From an optimization exercise on the open Yosys and OpenROAD flow, aimed at small area and a short achievable clock period; shortcuts taken in it are not production practice. The RTL was checked by simulation tests, not by an equivalence proof against the original design. No activity file was given, so power comes from the tool's default toggle rates.

==> inputs of run H <==
// twist_mesh_top
module twist_mesh_top #(
     parameter N_p = 4
)(
     input  logic                clk_i
    ,input  logic                reset_i
    ,input  logic [N_p*8-1:0]    in_weight_i
    ,input  logic [N_p-1:0]      in_lock_i
    ,input  logic [N_p*8-1:0]    in_ifmap_i
    ,input  logic [N_p*32-1:0]   in_psum_i
    ,input  logic                in_propagate_i
    ,input  logic                in_valid_i
    ,input  logic                in_last_i
    ,output logic [N_p*32-1:0]   out_psum_o
    ,output logic                out_valid_o
    ,output logic                out_last_o
);
export LEC_CHECK = 0
export CAP_MARGIN = 20
export CORE_MARGIN = 2
export CORE_UTILIZATION = 60
export SLEW_MARGIN = 20
create_clock -name core_clock -period 11.0 [get_ports {clk_i}]
standard.sh (not shown) runs the stock make flow with config.mk's settings and CLKGATE_MAP_FILE= SYNTH_SCRIPT=/design/flow/synth_recipe.tcl, a recipe that flattens the netlist after the stock synthesis.
==> flow/flow/run.sh <==
#!/bin/bash
cp standard.sh standard_sh.log
export SETUP_SLACK_MARGIN=6
bash standard.sh > standard_run.log 2>&1
==> run A: changes against run H <==
--- a/flow/design.v
+++ b/flow/design.v
@@ -936,213 +936,14 @@
     wire [15:0] hi = hi_i ^ (({16{inc}} & ones) | ({16{dec}} & zeros));
     wire pos_ovf = inc & f7fff_i;
     wire neg_ovf = dec & f8000_i;
     assign o_o = pos_ovf ? 32'h7fff_ffff : neg_ovf ? 32'h8000_0000 : {hi, t[15:0]};
     assign o7fff_o = (f7fff_i & ~dec) | (f7ffe_i & inc);
     assign o8000_o = (f8000_i & ~inc) | (f8001_i & dec);
 endmodule
-module TwFinGP (
-     input  logic [17:0] x_i
-    ,input  logic [17:0] y_i
-    ,input  logic [15:0] hi_i
-    ,input  logic        f7ffe_i   
-    ,input  logic        f7fff_i   
-    ,input  logic        f8000_i   
-    ,input  logic        f8001_i   
-    ,output logic [31:0] o_o
-    ,output logic        o7fff_o   
-    ,output logic        o8000_o   
-);
-    wire n0, n1, n2, n3, n4, n5, n6, n7, n8, n9, n10, n11, n12, n13, n14, n15;
-    wire n16, n17, n18, n19, n20, n21, n22, n23, n24, n25, n26, n27, n28, n29, n30, n31;
-    wire n32, n33, n34, n35, n36, n37, n38, n39, n40, n41, n42, n43, n44, n45, n46, n47;
-    wire n48, n49, n50, n51, n52, n53, n54, n55, n56, n57, n58, n59, n60, n61, n62, n63;
-    wire n64, n65, n66, n67, n68, n69, n70, n71, n72, n73, n74, n75, n76, n77, n78, n79;
-    wire n80, n81, n82, n83, n84, n85, n86, n87, n88, n89, n90, n91, n92, n93, n94, n95;
-    wire n96, n97, n98, n99, n100, n101, n102, n103, n104, n105, n106, n107, n108, n109, n110, n111;
-    wire n112, n113, n114, n115, n116, n117, n118, n119, n120, n121, n122, n123, n124, n125, n126, n127;
-    wire n128, n129, n130, n131, n132, n133, n134;
-    assign n0 = x_i[1] | (y_i[1] & x_i[0]);
-    assign n1 = y_i[1] & y_i[0];
-    assign n2 = x_i[2] | (y_i[2] & x_i[1]);
-    assign n3 = y_i[2] & y_i[1];
-    assign n4 = x_i[3] | (y_i[3] & x_i[2]);
-    assign n5 = y_i[3] & y_i[2];
-    assign n6 = x_i[4] | (y_i[4] & x_i[3]);
-    assign n7 = y_i[4] & y_i[3];
-    assign n8 = x_i[5] | (y_i[5] & x_i[4]);
-    assign n9 = y_i[5] & y_i[4];
-    assign n10 = x_i[6] | (y_i[6] & x_i[5]);
-    assign n11 = y_i[6] & y_i[5];
-    assign n12 = x_i[7] | (y_i[7] & x_i[6]);
-    assign n13 = y_i[7] & y_i[6];
-    assign n14 = x_i[8] | (y_i[8] & x_i[7]);
-    assign n15 = y_i[8] & y_i[7];
-    assign n16 = x_i[9] | (y_i[9] & x_i[8]);
-    assign n17 = y_i[9] & y_i[8];
-    assign n18 = x_i[10] | (y_i[10] & x_i[9]);
-    assign n19 = y_i[10] & y_i[9];
-    assign n20 = x_i[11] | (y_i[11] & x_i[10]);
-    assign n21 = y_i[11] & y_i[10];
-    assign n22 = x_i[12] | (y_i[12] & x_i[11]);
-    assign n23 = y_i[12] & y_i[11];
-    assign n24 = x_i[13] | (y_i[13] & x_i[12]);
-    assign n25 = y_i[13] & y_i[12];
-    assign n26 = x_i[14] | (y_i[14] & x_i[13]);
-    assign n27 = y_i[14] & y_i[13];
-    assign n28 = x_i[15] | (y_i[15] & x_i[14]);
-    assign n29 = y_i[15] & y_i[14];
-    assign n30 = x_i[16] | (y_i[16] & x_i[15]);
-    assign n31 = y_i[16] & y_i[15];
-    assign n32 = x_i[17] | (y_i[17] & x_i[16]);
-    assign n33 = y_i[17] & y_i[16];
-    assign n34 = n2 | (n3 & x_i[0]);
-    assign n35 = n3 & y_i[0];
-    assign n36 = n4 | (n5 & n0);
-    assign n37 = n5 & n1;
-    assign n38 = n6 | (n7 & n2);
-    assign n39 = n7 & n3;
-    assign n40 = n8 | (n9 & n4);
-    assign n41 = n9 & n5;
-    assign n42 = n10 | (n11 & n6);
-    assign n43 = n11 & n7;
-    assign n44 = n12 | (n13 & n8);
-    assign n45 = n13 & n9;
-    assign n46 = n14 | (n15 & n10);
-    assign n47 = n15 & n11;
-    assign n48 = n16 | (n17 & n12);
-    assign n49 = n17 & n13;
-    assign n50 = n18 | (n19 & n14);
-    assign n51 = n19 & n15;
-    assign n52 = n20 | (n21 & n16);
-    assign n53 = n21 & n17;
-    assign n54 = n22 | (n23 & n18);
-    assign n55 = n23 & n19;
-    assign n56 = n24 | (n25 & n20);
-    assign n57 = n25 & n21;
-    assign n58 = n26 | (n27 & n22);
-    assign n59 = n27 & n23;
-    assign n60 = n28 | (n29 & n24);
-    assign n61 = n29 & n25;
-    assign n62 = n30 | (n31 & n26);
-    assign n63 = n31 & n27;
-    assign n64 = n32 | (n33 & n28);
-    assign n65 = n33 & n29;
-    assign n66 = n38 | (n39 & x_i[0]);
-    assign n67 = n39 & y_i[0];
-    assign n68 = n40 | (n41 & n0);
-    assign n69 = n41 & n1;
-    assign n70 = n42 | (n43 & n34);
-    assign n71 = n43 & n35;
-    assign n72 = n44 | (n45 & n36);
-    assign n73 = n45 & n37;
-    assign n74 = n46 | (n47 & n38);
-    assign n75 = n47 & n39;
-    assign n76 = n48 | (n49 & n40);
-    assign n77 = n49 & n41;
-    assign n78 = n50 | (n51 & n42);
-    assign n79 = n51 & n43;
-    assign n80 = n52 | (n53 & n44);
-    assign n81 = n53 & n45;
-    assign n82 = n54 | (n55 & n46);
-    assign n83 = n55 & n47;
-    assign n84 = n56 | (n57 & n48);
-    assign n85 = n57 & n49;
-    assign n86 = n58 | (n59 & n50);
-    assign n87 = n59 & n51;
-    assign n88 = n60 | (n61 & n52);
-    assign n89 = n61 & n53;
-    assign n90 = n62 | (n63 & n54);
-    assign n91 = n63 & n55;
-    assign n92 = n64 | (n65 & n56);
-    assign n93 = n65 & n57;
-    assign n94 = n74 | (n75 & x_i[0]);
-    assign n95 = n75 & y_i[0];
-    assign n96 = n76 | (n77 & n0);
-    assign n97 = n77 & n1;
-    assign n98 = n78 | (n79 & n34);
-    assign n99 = n79 & n35;
-    assign n100 = n80 | (n81 & n36);
-    assign n101 = n81 & n37;
-    assign n102 = n82 | (n83 & n66);
-    assign n103 = n83 & n67;
-    assign n104 = n84 | (n85 & n68);
-    assign n105 = n85 & n69;
-    assign n106 = n86 | (n87 & n70);
-    assign n107 = n87 & n71;
-    assign n108 = n88 | (n89 & n72);
-    assign n109 = n89 & n73;
-    assign n110 = n90 | (n91 & n74);
-    assign n111 = n91 & n75;
-    assign n112 = n92 | (n93 & n76);
-    assign n113 = n93 & n77;
-    assign n114 = n110 | (n111 & x_i[0]);
-    assign n115 = n111 & y_i[0];
-    assign n116 = n112 | (n113 & n0);
-    assign n117 = n113 & n1;
-    assign n118 = y_i[1] ^ x_i[0];
-    assign n119 = y_i[2] ^ n0;
-    assign n120 = y_i[3] ^ n34;
-    assign n121 = y_i[4] ^ n36;
-    assign n122 = y_i[5] ^ n66;
-    assign n123 = y_i[6] ^ n68;
-    assign n124 = y_i[7] ^ n70;
-    assign n125 = y_i[8] ^ n72;
-    assign n126 = y_i[9] ^ n94;
-    assign n127 = y_i[10] ^ n96;
-    assign n128 = y_i[11] ^ n98;
-    assign n129 = y_i[12] ^ n100;
-    assign n130 = y_i[13] ^ n102;
-    assign n131 = y_i[14] ^ n104;
-    assign n132 = y_i[15] ^ n106;
-    assign n133 = y_i[16] ^ n108;
-    assign n134 = y_i[17] ^ n114;
-    wire [17:0] t = {n134, n133, n132, n131, n130, n129, n128, n127, n126, n125, n124, n123, n122, n121, n120, n119, n118, y_i[0]};
-    wire inc = t[17] & t[16];
-    wire dec = ~t[17];
-    wire [15:0] ones, zeros;
-    assign ones[0] = 1'b1;
-    assign zeros[0] = 1'b1;
-    assign ones[1] = ones[0] & hi_i[0];
-    assign zeros[1] = zeros[0] & ~hi_i[0];
-    assign ones[2] = ones[1] & hi_i[1];
-    assign zeros[2] = zeros[1] & ~hi_i[1];
-    assign ones[3] = ones[2] & hi_i[2];
-    assign zeros[3] = zeros[2] & ~hi_i[2];
-    assign ones[4] = ones[3] & hi_i[3];
-    assign zeros[4] = zeros[3] & ~hi_i[3];
-    assign ones[5] = ones[4] & hi_i[4];
-    assign zeros[5] = zeros[4] & ~hi_i[4];
-    assign ones[6] = ones[5] & hi_i[5];
-    assign zeros[6] = zeros[5] & ~hi_i[5];
-    assign ones[7] = ones[6] & hi_i[6];
-    assign zeros[7] = zeros[6] & ~hi_i[6];
-    assign ones[8] = ones[7] & hi_i[7];
-    assign zeros[8] = zeros[7] & ~hi_i[7];
-    assign ones[9] = ones[8] & hi_i[8];
-    assign zeros[9] = zeros[8] & ~hi_i[8];
-    assign ones[10] = ones[9] & hi_i[9];
-    assign zeros[10] = zeros[9] & ~hi_i[9];
-    assign ones[11] = ones[10] & hi_i[10];
-    assign zeros[11] = zeros[10] & ~hi_i[10];
-    assign ones[12] = ones[11] & hi_i[11];
-    assign zeros[12] = zeros[11] & ~hi_i[11];
-    assign ones[13] = ones[12] & hi_i[12];
-    assign zeros[13] = zeros[12] & ~hi_i[12];
-    assign ones[14] = ones[13] & hi_i[13];
-    assign zeros[14] = zeros[13] & ~hi_i[13];
-    assign ones[15] = ones[14] & hi_i[14];
-    assign zeros[15] = zeros[14] & ~hi_i[14];
-    wire [15:0] hi = hi_i ^ (({16{inc}} & ones) | ({16{dec}} & zeros));
-    wire pos_ovf = inc & f7fff_i;
-    wire neg_ovf = dec & f8000_i;
-    assign o_o = pos_ovf ? 32'h7fff_ffff : neg_ovf ? 32'h8000_0000 : {hi, t[15:0]};
-    assign o7fff_o = (f7fff_i & ~dec) | (f7ffe_i & inc);
-    assign o8000_o = (f8000_i & ~inc) | (f8001_i & dec);
-endmodule
 module TwistMesh #(
      parameter N_p = 4
 )(
      input  logic                    clk_i
     ,input  logic                    reset_i
     ,input  logic [N_p-1:0][7:0]     in_weight_i
     ,input  logic [N_p-1:0]          in_lock_i
@@ -1253,21 +1054,21 @@
         logic [15:0] h3_r;
         logic        pos2, neg2, p3_r, n3_r;
         TwTree0 u_t2 (.a_i(ifmap_r[r][2]), .w_i(w_act[r][2]), .s_i(o1_r[15:0]), .x_o(x2), .y_o(y2));
         TwDet   u_d2 (.x_i(x2), .y_i(y2), .hp_i(p1_r), .hn_i(n1_r), .pos_o(pos2), .neg_o(neg2));
         TwSel   u_s2 (.x_i(x2), .y_i(y2), .pos_i(pos2), .neg_i(neg2), .x_o(xs2), .y_o(ys2));
         TwTreeL u_t3 (.a_i(ifmap_r[(r+1)%N_p][2]), .w_i(w_nxt[r][3]), .xi_i(xs2), .yi_i(ys2), .x_o(x3), .y_o(y3));
         always_ff @(posedge clk_i) begin
-            x3_r <= x3 & y3;
-            y3_r <= x3 ^ y3;
+            x3_r <= x3;
+            y3_r <= y3;
             h3_r <= o1_r[31:16];
             p3_r <= p1_r;
             n3_r <= n1_r;
         end
-        TwFinGP u_f3 (.x_i(x3_r), .y_i(y3_r), .hi_i(h3_r),
+        TwFin   u_f3 (.x_i(x3_r), .y_i(y3_r), .hi_i(h3_r),
                       .f7ffe_i(1'b0), .f7fff_i(p3_r), .f8000_i(n3_r), .f8001_i(1'b0),
                       .o_o(out_psum_o[r]), .o7fff_o(), .o8000_o());
     end
     assign out_valid_o = valid_r[N_p-1];
     assign out_last_o  = last_r[N_p-1];
 endmodule
 module twist_mesh_top #(
==> flow/run.sh (new file) <==
#!/bin/bash
# synth_recipe.tcl (not shown) runs the flow's synth.tcl, then flattens the netlist and writes it again
# the make line also repeats each setting of config.mk as NAME=value (left out here)
make -C /OpenROAD-flow-scripts/flow DESIGN_CONFIG=/design/flow/config.mk WORK_HOME=/design/flow/orfs CLKGATE_MAP_FILE= SYNTH_SCRIPT=/design/flow/synth_recipe.tcl finish
Settings changed: CORE_UTILIZATION 60 to 40, SETUP_SLACK_MARGIN from default to 5.
removed: flow/flow/run.sh
removed: flow/standard.sh
==> qor summary <==
quantity	run H	run A
Clock buffers created by TritonCTS	106	107
Sequential power share	18.0%	20.9%
Width of the chip	351 um	425 um
Core region area	119000 um^2	176000 um^2
Combinational gate power	20.1 mW	15.3 mW
# resized after CTS	1653	655
Via-per-instance ratio	5.86	5.17
Rows	127	154
Aggregate global-route resource usage	33.8%	22.1%
Share of power burned in the clock network	13.2%	15.7%
Fraction of the yosys area taken by sequential cells	28.0%	28.6%
Final-layout non-clock buffer area share	10.8%	5.79%
Number of cells in the design after placement	9328	9813
Result of the run	complete, no violations	complete, no violations
Total number of vias	60200	52800
Final design instance area without fill	94300 um^2	83300 um^2
Clock Network Area Fraction	4.02%	4.46%
WP data arrival	6.61 ns	3.93 ns
Number of tap cells inserted	1612	2340
Met1 capacity usage during global routing	45.1%	31.3%
Count of cells along the worst register-to-register path	22	19

port drivers added, routing unchanged:
Ports are ideal in the flow. The routed layouts listed here were re-timed in OpenROAD. Step 1, drivers: a clkbuf_16 drives clk_i and a buf_2 each remaining input, both assumed. Step 2 moves the port delays by t, midway between the first and last clock arrival at a register: inputs arrive t later, outputs are due t later. That takes back most of the time a late clock gives input paths. Slacks: ideal / step 1 / step 2; pairs: ideal / step 1.
| run | t (ns) | slack for setup (ns) | slew at the worst register clock pin (ns) |
|---|---|---|---|
| run H | 0.806 | 5.019 / 4.845 / 4.038 | 0.07 / 0.07 |
| run A | 0.806 | 4.870 / 4.796 / 4.288 | 0.07 / 0.07 |
After both steps setup and hold are still met in every run listed. For run H, which loses most, drivers alone change the setup slack by -0.174 ns; drivers and shift together by -0.981 ns.
